Background: an optimization exercise with open tools, aiming at small area, a short achievable clock period and few clock cycles per item. Do not read the settings as production practice. The RTL was checked by simulation tests, not by an equivalence proof against the original design.

==> inputs of 02-01 <==
// network_4_8_12_16_20_16
module network_4_8_12_16_20_16(clk, reset, s_valid, m_ready, data_in, m_valid, s_ready, data_out);
clock: 10.0 ns
lec_check: 0
cap_margin: 20
core_margin: 2
core_utilization: 40
setup_slack_margin: 5
slew_margin: 20
run.sh (not shown) runs the stock make flow with config.mk's settings and CLKGATE_MAP_FILE= SYNTH_SCRIPT=/design/flow/synth_recipe.tcl, a recipe that flattens the netlist after the stock synthesis.
==> 03-20: changes against 02-01 <==
==> flow/flow/run.sh (new file) <==
#!/bin/bash
set -euo pipefail
export SETUP_SLACK_MARGIN=5.5
bash standard.sh finish > standard.log 2>&1
==> flow/standard.sh (new file) <==
#!/bin/bash
# synth_recipe.tcl (not shown) runs the flow's synth.tcl, then flattens the netlist and writes it again
# the make line also repeats each setting of config.mk as NAME=value (left out here)
make -C /OpenROAD-flow-scripts/flow DESIGN_CONFIG=/design/flow/config.mk WORK_HOME=/design/flow/orfs CLKGATE_MAP_FILE= SYNTH_SCRIPT=/design/flow/synth_recipe.tcl "${@:-finish}"
--- a/flow/config.mk
+++ b/flow/config.mk
@@ -8,5 +8,4 @@
 export CAP_MARGIN = 20
 export CORE_MARGIN = 2
-export CORE_UTILIZATION = 40
-export SETUP_SLACK_MARGIN = 5
+export CORE_UTILIZATION = 55
 export SLEW_MARGIN = 20
removed: flow/run.sh
==> 04-28: changes against 02-01 <==
==> flow/flow/run.sh (new file) <==
#!/bin/bash
set -euo pipefail
export SETUP_SLACK_MARGIN=5.5
bash standard.sh finish > standard.log 2>&1
==> flow/standard.sh (new file) <==
#!/bin/bash
# synth_recipe.tcl (not shown) runs the flow's synth.tcl, then flattens the netlist and writes it again
# the make line also repeats each setting of config.mk as NAME=value (left out here)
make -C /OpenROAD-flow-scripts/flow DESIGN_CONFIG=/design/flow/config.mk WORK_HOME=/design/flow/orfs CLKGATE_MAP_FILE= SYNTH_SCRIPT=/design/flow/synth_recipe.tcl "${@:-finish}"
--- a/flow/config.mk
+++ b/flow/config.mk
@@ -8,5 +8,4 @@
 export CAP_MARGIN = 20
 export CORE_MARGIN = 2
-export CORE_UTILIZATION = 40
-export SETUP_SLACK_MARGIN = 5
+export CORE_UTILIZATION = 65
 export SLEW_MARGIN = 20
removed: flow/run.sh
==> out/qor.yml <==
worstRegToRegCells: 19
dr.first_iter.drc_count: 7999
post_cts_buffers: 41
grt.met1_usage_pct: 53.1
status: "complete, no violations"
crit_path_cell_trace: "buf_12 > buf_16 > mux2_4 > a22oi_2 > xor2_1 > fa_1 > fa_1 > inv_1 > fa_1 > inv_1 > fa_1 > inv_2 > fa_2 > xnor2_2 > xnor2_1 > xnor2_1 > xnor2_1 > xnor2_1 > xnor2_1"
That was 03-20.
==> out/qor.yml <==
status: "complete, no violations"
grt.met1_usage_pct: 35.4
post_cts_buffers: 0
worstRegToRegCells: 16
dr.first_iter.drc_count: 6828
synth_common_cells: "inv_1 (920), a22oi_1 (918), fa_1 (817)"
That was 02-01.
==> out/qor.yml <==
grt.met1_usage_pct: 59.7
status: "complete, no violations"
cp.arrival_ns: 5.32
multiInputGateArea_mm2: 0.0492
crit_path_cell_trace: "a22oi_1 > xor2_1 > fa_1 > inv_1 > fa_2 > fa_1 > fa_2 > xnor2_1 > xnor2_1 > xnor2_1 > xnor2_1 > xnor2_1 > xnor2_1 > xnor2_1 > xnor2_1"
grtUsageMet3_pct: 15.8
worstRegToRegCells: 15
post_cts_buffers: 80
dr.first_iter.drc_count: 9558
That was 04-28.
Testbench counts of 02-01, summed over its fixed seeds: cycles 3,296, vectors 192.
Testbench counts of 03-20, summed over its fixed seeds: cycles 3,296, vectors 192.
Testbench counts of 04-28, summed over its fixed seeds: cycles 3,296, vectors 192.


==> v30 <==
network_4_8_12_16_20_16, a different RTL version from the one above (not shown whole).
clock: 10.0 ns
lec_check: 0
cap_margin: 20
core_margin: 2
core_utilization: 60
setup_slack_margin: 5
slew_margin: 20
Stock flow here: none of the scripts above is used.
==> v33 (differences from v30) <==
CORE_UTILIZATION = 40   (was 60)
==> run notes <==
quantity	v33	v30
Slack of the worst reg-to-reg path	4.73 ns	4.64 ns
Non-clock buffer contribution to total cell area	0.03935	0.04098
Worst min-delay path endpoint	x0[10]	x0[3]
Global-route wire length before repair	401000 µm	397900 µm
Utilization after layout	0.4499	0.6664
Multi-input combinational cell area	51240 µm²	51250 µm²
Critical path capture point	l3_r15_4	l3_r15_3
WL met3	23090 µm	33310 µm
Number of vias per cell after detailed routing	5.664	6.324
Placed wire-length estimate after detailed placement	212900 µm	209000 µm
Register-to-Register Path Depth	21	20
Sum of routed wire segments on met1	108400 µm	108100 µm
Arrival time worst endpoint	5.95 ns	5.94 ns
Number of cells on the critical path	21	20
Pin count of the biggest net entering global routing	161	81
Overall routed net length	277000 µm	275500 µm
Mean routed wirelength per cell	26.83 µm	29.14 µm
Run status	finished clean	finished clean
Final clock skew	0.1139 ns	0.06220 ns
FMAX	189.7 MHz	186.6 MHz
Num CTS Buffers	95	89
Number of filler instances in the final layout	18.35k	10.14k
CORE AREA	195000 µm²	129600 µm²
Fraction of met1 tracks used by global routing	0.3520	0.5694
Time the final worst path needs with I/O delays and setup	5.273 ns	5.360 ns
Testbench counts of v30, summed over its fixed seeds: cycles 3,296, vectors 192.
Testbench counts of v33, summed over its fixed seeds: cycles 3,296, vectors 192.

==> re-timing with driven ports <==
No port has a modelled driver above. Below, the same layouts with a new extraction and two added sets of constraints.
Step 1 sets driving cells, clkbuf_16 on the clock port and buf_2 on the other inputs (assumed; they add their load-dependent delay and slew).
Step 2 also shifts input and output timing later by t, the mid clock arrival at the registers, as if the neighbouring blocks saw the same clock.
Slacks: no drivers / after step 1 / after step 2; pairs: no drivers / after step 1.
run | t, ns | slack for setup (ns) | pins driven straight from the clock port
02-01 | 0.846 | 5.198 / 5.198 / 5.198 | 1
03-20 | 0.812 | 5.397 / 5.397 / 5.335 | 1
04-28 | 0.811 | 5.332 / 5.332 / 5.332 | 1
v30 | 0.797 | 4.640 / 4.640 / 4.640 | 1
v33 | 0.853 | 4.727 / 4.727 / 4.727 | 1
After both steps every run listed still meets setup and hold. The setup slack of 03-20, which loses most, moves by 0.000 ns with the drivers and by -0.062 ns with both steps.
